This design comes from an exercise in tuning for small area and a short achievable clock period on the open sky130 flow, not from production work.
Function was checked by simulation only, so behaviour that the tests miss may differ from the original.
No activity file was given, so power comes from the tool's default toggle rates.

==> run a: inputs <==
==> flow/design.v <==
module sign_extend(
    input logic[15:0] Imm,
    output logic[31:0] SignImm
);
    assign SignImm = {{16{Imm[15]}}, Imm};
endmodule
module MUX_RegDst(
    input logic RegDst,
    input logic[31:0] Instr,
    output logic[5:0] RegDst_out
);
    assign RegDst_out = RegDst ? Instr[15:11] : Instr[20:16];
endmodule
module MUX_MemtoReg(
    input logic MemtoReg,
    input logic[31:0] ALUResult, RD,
    output logic[31:0] MemtoReg_out
);
    assign MemtoReg_out = MemtoReg ? RD : ALUResult;
endmodule
module MUX_ALUSrc(
    input logic ALUSrc,
    input logic[31:0] RD2, SignImm,
    output logic[31:0] ALUSrc_out
);
    assign ALUSrc_out = ALUSrc ? SignImm : RD2;
endmodule
module data_memory(
    input logic clk, rst,
    input logic[31:0] A, WD,
    input logic WE,
    output logic[31:0] RD, probe
);
    logic[31:0] memory [31:0];
    logic[4:0] low_5_bits;
    assign low_5_bits = A[4:0];
    assign RD = memory[low_5_bits];
    assign probe = memory[low_5_bits];
    genvar i;
    generate
        for(i = 0; i < 32; i++) begin : words
            always @(posedge clk or negedge rst)
                if(!rst)
                    memory[i] <= i;
                else if(WE && low_5_bits == i)
                    memory[i] <= WD;
        end
    endgenerate
endmodule
module register_file(
	input logic clk, rst,
	input logic [4:0] A1, A2, A3,
	input logic [31:0] WD3,
	input logic WE3,
	output logic [31:0] RD1, RD2, probe
);
	logic [31:0] registers [31:0];
	assign RD1 = registers[A1];
	assign RD2 = registers[A2];
	assign probe = registers[A3];
	genvar i;
	generate
		for(i = 0; i < 32; i++) begin : regs
			always @(posedge clk or negedge rst)
				if(!rst)
					registers[i] <= i;
				else if(WE3 && A3 == i)
					registers[i] <= WD3;
		end
	endgenerate
endmodule
module ALU( 
	input logic[31:0] SrcA, SrcB,
	input logic[2:0] ALUControl,
	output logic[31:0] ALUResult
);
	always_comb
		case(ALUControl)
			3'b010: ALUResult <= SrcA + SrcB;
			3'b110: ALUResult <= SrcA - SrcB;
			default: ALUResult <= 0;
		endcase
endmodule
module instruction_register(
    input logic clk, rst,
    input logic[31:0] D,
    output logic[31:0] RD
);
    always @(posedge clk or negedge rst)
    begin
        if(!rst)
            RD <= 32'b0;
        else
            RD <= D;
    end
endmodule
module  SevenSegmentDisplay(
	input logic[3:0] number,
	output logic[6:0] display
);
	always_comb
	case(number)
		4'b0000 : display = 7'b0000001;
		4'b0001 : display = 7'b1001111;
		4'b0010 : display = 7'b0010010;
		4'b0011 : display = 7'b0000110;
		4'b0100 : display = 7'b1001100;
		4'b0101 : display = 7'b0100100;
		4'b0110 : display = 7'b0100000;
		4'b0111 : display = 7'b0001111;
		4'b1000 : display = 7'b0000000;
		4'b1001 : display = 7'b0000100;
		4'b1010 : display = 7'b0001000;
		4'b1011 : display = 7'b1100000;
		4'b1100 : display = 7'b0110001;
		4'b1101 : display = 7'b1000010;
		4'b1110 : display = 7'b0110000;
		4'b1111 : display = 7'b0111000;
		default : display = 7'b0000000;
	endcase
endmodule
module PC(
	input logic clk, rst,
    input logic[31:0] instruction_in,
    input logic RegWrite, MemWrite,
    output logic[31:0] probe_register_file,
    output logic[31:0] probe_data_memory,
	 output logic[6:0] display1, display2
);
    logic[31:0] instruction;
    instruction_register instruction_register_inst(clk, rst, instruction_in, instruction);
    logic[5:0] opcode;
    assign opcode = instruction[31:26];
    logic RegDst, ALUSrc, MemtoReg;
    logic[2:0] ALUControl;
    assign RegDst = opcode[5];
    assign ALUSrc = opcode[4];
    assign ALUControl = opcode[3:1];
    assign MemtoReg = opcode[0];
    logic[31:0] RD1, RD2, WD3;
    logic[4:0] A1, A2, A3;
    assign A1 = instruction[25:21];
    assign A2 = instruction[20:16];
    logic[5:0] RegDst_out;
    MUX_RegDst MUX_RegDst_inst(RegDst, instruction, RegDst_out);
    assign A3 = RegDst_out[4:0];
    register_file register_file_inst(clk, rst, A1, A2, A3, WD3, RegWrite, RD1, RD2, probe_register_file);
    logic[15:0] low_16_bits;
    logic[31:0] SignImm;
    assign low_16_bits = instruction[15:0];
    sign_extend sign_extend_inst(low_16_bits, SignImm);
    logic[31:0] SrcA, SrcB, ALUResult;
    assign SrcA = RD1;
    MUX_ALUSrc MUX_ALUSrc_inst(ALUSrc, RD2, SignImm, SrcB);
    ALU ALU_inst(SrcA, SrcB, ALUControl, ALUResult);
    logic[31:0] WD, RD;
    assign WD = RD2;
    data_memory data_memory_inst(clk, rst, ALUResult, WD, MemWrite, RD, probe_data_memory);
    MUX_MemtoReg MUX_MemtoReg_inst(MemtoReg, ALUResult, RD, WD3);
	 SevenSegmentDisplay SevenSeg1(probe_register_file[8:5], display2);
	 SevenSegmentDisplay SevenSeg2(probe_register_file[3:0], display1);
endmodule
==> flow/run.sh <==
#!/bin/bash
# synth_recipe.tcl (not shown) runs the flow's synth.tcl, then flattens the netlist and writes it again
# the make line also repeats each setting of config.mk as NAME=value (left out here)
make -C /OpenROAD-flow-scripts/flow DESIGN_CONFIG=/design/flow/config.mk WORK_HOME=/design/flow/orfs CLKGATE_MAP_FILE= SYNTH_SCRIPT=/design/flow/synth_recipe.tcl finish
==> flow/config.mk <==
export PLATFORM = sky130hd
export DESIGN_NAME = PC
export DESIGN_NICKNAME = PC
export VERILOG_FILES = /design/flow/design.v
export SDC_FILE = /design/flow/constraint.sdc
export NUM_CORES = 4
export LEC_CHECK = 0
export CAP_MARGIN = 20
export CELL_PAD_IN_SITES_GLOBAL_PLACEMENT = 2
export CORE_MARGIN = 2
export CORE_UTILIZATION = 25
export GPL_ROUTABILITY_DRIVEN = 1
export PLACE_DENSITY = 0.32
export SETUP_SLACK_MARGIN = 0.5
export SLEW_MARGIN = 20
==> flow/constraint.sdc <==
create_clock -name core_clock -period 12.0 [get_ports {clk}]
set_input_delay 2.4000 -clock core_clock [delete_from_list [all_inputs] [get_ports {clk}]]
set_output_delay 2.4000 -clock core_clock [all_outputs]
set_load 0.01 [all_outputs]
==> run b: changes against run a <==
==> flow/design.v (replaced) <==
module sign_extend(
    input logic[15:0] Imm,
    output logic[31:0] SignImm
);
    assign SignImm = {{16{Imm[15]}}, Imm};
endmodule
module MUX_RegDst(
    input logic RegDst,
    input logic[31:0] Instr,
    output logic[5:0] RegDst_out
);
    assign RegDst_out = RegDst ? Instr[15:11] : Instr[20:16];
endmodule
module MUX_MemtoReg(
    input logic MemtoReg,
    input logic[31:0] ALUResult, RD,
    output logic[31:0] MemtoReg_out
);
    assign MemtoReg_out = MemtoReg ? RD : ALUResult;
endmodule
module MUX_ALUSrc(
    input logic ALUSrc,
    input logic[31:0] RD2, SignImm,
    output logic[31:0] ALUSrc_out
);
    assign ALUSrc_out = ALUSrc ? SignImm : RD2;
endmodule
module data_memory(
    input logic clk, rst,
    input logic[31:0] SEL, WD,
    input logic WE,
    output logic[31:0] RD, probe
);
    logic[1023:0] words;
    logic[31:0] valid;
    register_file storage(clk, rst, SEL & {32{WE}}, WD, words, valid);
    read_port port(words, valid, SEL, RD);
    assign probe = RD;
endmodule
module register_file(
	input logic clk, rst,
	input logic [31:0] WE,
	input logic [31:0] WD,
	output logic [1023:0] words,
	output logic [31:0] valid
);
	logic [31:0] store [31:0];
	genvar i;
	generate
		for(i = 0; i < 32; i++) begin : regs
			always @(posedge clk)
				if(WE[i])
					store[i] <= WD;
			always @(posedge clk or negedge rst)
				if(!rst)
					valid[i] <= 1'b0;
				else if(WE[i])
					valid[i] <= 1'b1;
			assign words[i*32 +: 32] = {store[i][31:5],
			                           valid[i] ? store[i][4:0] : i[4:0]};
		end
	endgenerate
endmodule
module read_port(
	input logic [1023:0] words,
	input logic [31:0] valid,
	input logic [31:0] sel,
	output logic [31:0] RD
);
	logic [31:0] sel_hi;
	assign sel_hi = sel & valid;
	always_comb begin
		RD = 32'b0;
		for(int j = 0; j < 32; j++)
			RD = RD | (words[j*32 +: 32] & {{27{sel_hi[j]}}, {5{sel[j]}}});
	end
endmodule
module decoder(
	input logic [4:0] A,
	output logic [31:0] Y
);
	genvar i;
	generate
		for(i = 0; i < 32; i++) begin : dec
			assign Y[i] = (A == i);
		end
	endgenerate
endmodule
module ALU_address( 
	input logic[4:0] SrcA, SrcB,
	input logic[2:0] ALUControl,
	output logic[31:0] sel
);
	logic en, sub;
	logic[4:0] b, h, g, p;
	assign en = ALUControl[1] & ~ALUControl[0];
	assign sub = ALUControl[2];
	assign b = SrcB ^ {5{sub}};
	assign h = SrcA ^ b;
	assign g = SrcA & b;
	assign p = SrcA | b;
	genvar k, i;
	generate
		for(k = 0; k < 32; k++) begin : word
			logic[4:0] c, ok;
			assign c[0] = sub;
			for(i = 1; i < 5; i++) begin : carry
				assign c[i] = k[i-1] ? g[i-1] : p[i-1];
			end
			assign ok = ~(h ^ k[4:0] ^ c);
			assign sel[k] = en ? &ok : (k == 0);
		end
	endgenerate
endmodule
module instruction_register(
    input logic clk, rst,
    input logic[31:0] D,
    output logic[31:0] RD
);
    logic[26:0] q;
    always @(posedge clk or negedge rst)
    begin
        if(!rst)
            q <= 27'b0;
        else
            q <= {D[31:26], D[20:0]};
    end
    assign RD = {q[26:21], 5'b0, q[20:0]};
endmodule
module shadow_register #(parameter W = 32, parameter logic [W-1:0] INIT = '0) (
    input logic clk, rst,
    input logic[W-1:0] D,
    output logic[W-1:0] Q
);
    always @(posedge clk or negedge rst)
        if(!rst)
            Q <= INIT;
        else
            Q <= D;
endmodule
module  SevenSegmentDisplay(
	input logic[3:0] number,
	output logic[6:0] display
);
	always_comb
	case(number)
		4'b0000 : display = 7'b0000001;
		4'b0001 : display = 7'b1001111;
		4'b0010 : display = 7'b0010010;
		4'b0011 : display = 7'b0000110;
		4'b0100 : display = 7'b1001100;
		4'b0101 : display = 7'b0100100;
		4'b0110 : display = 7'b0100000;
		4'b0111 : display = 7'b0001111;
		4'b1000 : display = 7'b0000000;
		4'b1001 : display = 7'b0000100;
		4'b1010 : display = 7'b0001000;
		4'b1011 : display = 7'b1100000;
		4'b1100 : display = 7'b0110001;
		4'b1101 : display = 7'b1000010;
		4'b1110 : display = 7'b0110000;
		4'b1111 : display = 7'b0111000;
		default : display = 7'b0000000;
	endcase
endmodule
module PC(
	input logic clk, rst,
    input logic[31:0] instruction_in,
    input logic RegWrite, MemWrite,
    output logic[31:0] probe_register_file,
    output logic[31:0] probe_data_memory,
	 output logic[6:0] display1, display2
);
    logic[31:0] instruction;
    instruction_register instruction_register_inst(clk, rst, instruction_in, instruction);
    logic[5:0] opcode;
    assign opcode = instruction[31:26];
    logic RegDst, ALUSrc, MemtoReg;
    logic[2:0] ALUControl;
    assign RegDst = opcode[5];
    assign ALUSrc = opcode[4];
    assign ALUControl = opcode[3:1];
    assign MemtoReg = opcode[0];
    logic[5:0] RegDst_out;
    logic[4:0] A3;
    MUX_RegDst MUX_RegDst_inst(RegDst, instruction, RegDst_out);
    assign A3 = RegDst_out[4:0];
    logic[31:0] RT, P, MS;
    logic[31:0] SA, SB, ALUResult;
    logic CIN;
    assign ALUResult = SA + SB + {31'b0, CIN};
    logic[31:0] RD, WD3;
    data_memory data_memory_inst(clk, rst, MS, RT, MemWrite, RD, probe_data_memory);
    MUX_MemtoReg MUX_MemtoReg_inst(MemtoReg, ALUResult, RD, WD3);
    logic[31:0] A3_dec;
    logic[1023:0] words;
    logic[31:0] valid;
    decoder A3_decoder(A3, A3_dec);
    register_file register_file_inst(clk, rst, A3_dec & {32{RegWrite}}, WD3, words, valid);
    logic[5:0] op_n;
    logic[4:0] rs_n, rt_n, a3_n;
    logic[5:0] a3_mux;
    assign op_n = instruction_in[31:26];
    assign rs_n = instruction_in[25:21];
    assign rt_n = instruction_in[20:16];
    MUX_RegDst MUX_RegDst_next(op_n[5], instruction_in, a3_mux);
    assign a3_n = a3_mux[4:0];
    logic[31:0] rs_dec, rt_dec, a3_dec;
    decoder rs_decoder(rs_n, rs_dec);
    decoder rt_decoder(rt_n, rt_dec);
    decoder a3_decoder(a3_n, a3_dec);
    logic[31:0] rs_rd, rt_rd, a3_rd;
    read_port port_rs(words, valid, rs_dec, rs_rd);
    read_port port_rt(words, valid, rt_dec, rt_rd);
    read_port port_a3(words, valid, a3_dec, a3_rd);
    logic[31:0] RS_d, RT_d, P_d, MS_d;
    assign RS_d = (RegWrite && A3 == rs_n) ? WD3 : rs_rd;
    assign RT_d = (RegWrite && A3 == rt_n) ? WD3 : rt_rd;
    assign P_d  = (RegWrite && A3 == a3_n) ? WD3 : a3_rd;
    logic[31:0] SignImm_n, SrcB_n;
    sign_extend sign_extend_next(instruction_in[15:0], SignImm_n);
    MUX_ALUSrc MUX_ALUSrc_next(op_n[4], RT_d, SignImm_n, SrcB_n);
    ALU_address ALU_address_next(RS_d[4:0], SrcB_n[4:0], op_n[3:1], MS_d);
    logic en_n, sub_n;
    logic[31:0] SA_d, SB_d;
    assign en_n = op_n[2] & ~op_n[1];
    assign sub_n = op_n[3];
    assign SA_d = RS_d & {32{en_n}};
    assign SB_d = (SrcB_n ^ {32{sub_n}}) & {32{en_n}};
    shadow_register shadow_sa(clk, rst, SA_d, SA);
    shadow_register shadow_sb(clk, rst, SB_d, SB);
    shadow_register #(1) shadow_cin(clk, rst, en_n & sub_n, CIN);
    shadow_register shadow_rt(clk, rst, RT_d, RT);
    shadow_register shadow_p(clk, rst, P_d, P);
    shadow_register #(32, 32'd1) shadow_ms(clk, rst, MS_d, MS);
    assign probe_register_file = P;
	 SevenSegmentDisplay SevenSeg1(probe_register_file[8:5], display2);
	 SevenSegmentDisplay SevenSeg2(probe_register_file[3:0], display1);
endmodule
==> flow/config.mk (replaced) <==
export PLATFORM = sky130hd
export DESIGN_NAME = PC
export DESIGN_NICKNAME = PC
export VERILOG_FILES = /design/flow/design.v
export SDC_FILE = /design/flow/constraint.sdc
export NUM_CORES = 4
export LEC_CHECK = 0
export CAP_MARGIN = 20
export CORE_MARGIN = 2
export CORE_UTILIZATION = 45
export GPL_ROUTABILITY_DRIVEN = 1
export GPL_TIMING_DRIVEN = 1
export PLACE_DENSITY = 0.55
export SETUP_SLACK_MARGIN = 5
export SLEW_MARGIN = 20
==> qor summary <==
quantity                                                                                         run b                                            run a
Source of the worst hold timing path                     data_memory_inst.storage.valid[0]$_DFFE_PN0P_        data_memory_inst.memory[7][0]$_DFFE_PN1P_
Stage delay of the slowest cell on the critical path                                            820 ps                                           690 ps
Clock buf count                                                                                    308                                              432
Areal power density over the cells                                                        173.9 nW/um2                                     235.8 nW/um2
Crit. path cell count                                                                               17                                               23
HPWL reported at the end of detailed placement                                              327,800 um                                       517,900 um
Multi-input combinational cell area                                                         29,080 um2                                       49,020 um2
Critical path start-end classification                                               input pin to flop                              flop to output port
Post-synthesis cell area                                                                    97,890 um2                                      103,600 um2
Switching part of the total power                                                               27.37%                                           40.13%
Wire length of the first global-routing pass                                                719,400 um                                     1,041,000 um
Outcome                                                               no timing/DRC/antenna violations                 no timing/DRC/antenna violations
Highest attainable clock frequency                                                           141.1 MHz                                        88.69 MHz
CP max-delay cell                                                               sky130_fd_sc_hd__buf_4                            sky130_fd_sc_hd__fa_1
Post-Route M1 WL                                                                            192,600 um                                       324,300 um
Critical R2R Capture                                                          shadow_ms.Q[0]$_DFF_PN1_  register_file_inst.registers[0][31]$_DFFE_PN0P_
Site row count                                                                                     171                                              236
Data-path buffer share of cell area in the final layout                                         3.210%                                           4.764%

what the ideal ports hide:
The flow's constraints put no driver on any port. The routed layouts listed below were extracted and timed again, unchanged, in two steps. Step 1, drivers: a clkbuf_16 drives clk and a buf_2 each remaining input, both assumed. Step 2 adds t to the input delays and takes it off the output delays; t is the mean of the earliest and latest rising clock arrival at the registers after step 1. Input paths then give back, and output paths get back, about the clock's delay inside the block. Slacks: ideal / step 1 / step 2; pairs: ideal / step 1.
run	shift t [ns]	setup slack, ns	cell pins on the clock port's net
run a	1.052	0.725 / 0.613 / 1.455	1
run b	1.014	4.913 / 4.977 / 3.972	1
After both steps setup and hold are still met in every run listed. For run b, which loses most, drivers alone change the setup slack by +0.064 ns; drivers and shift together by -0.941 ns.
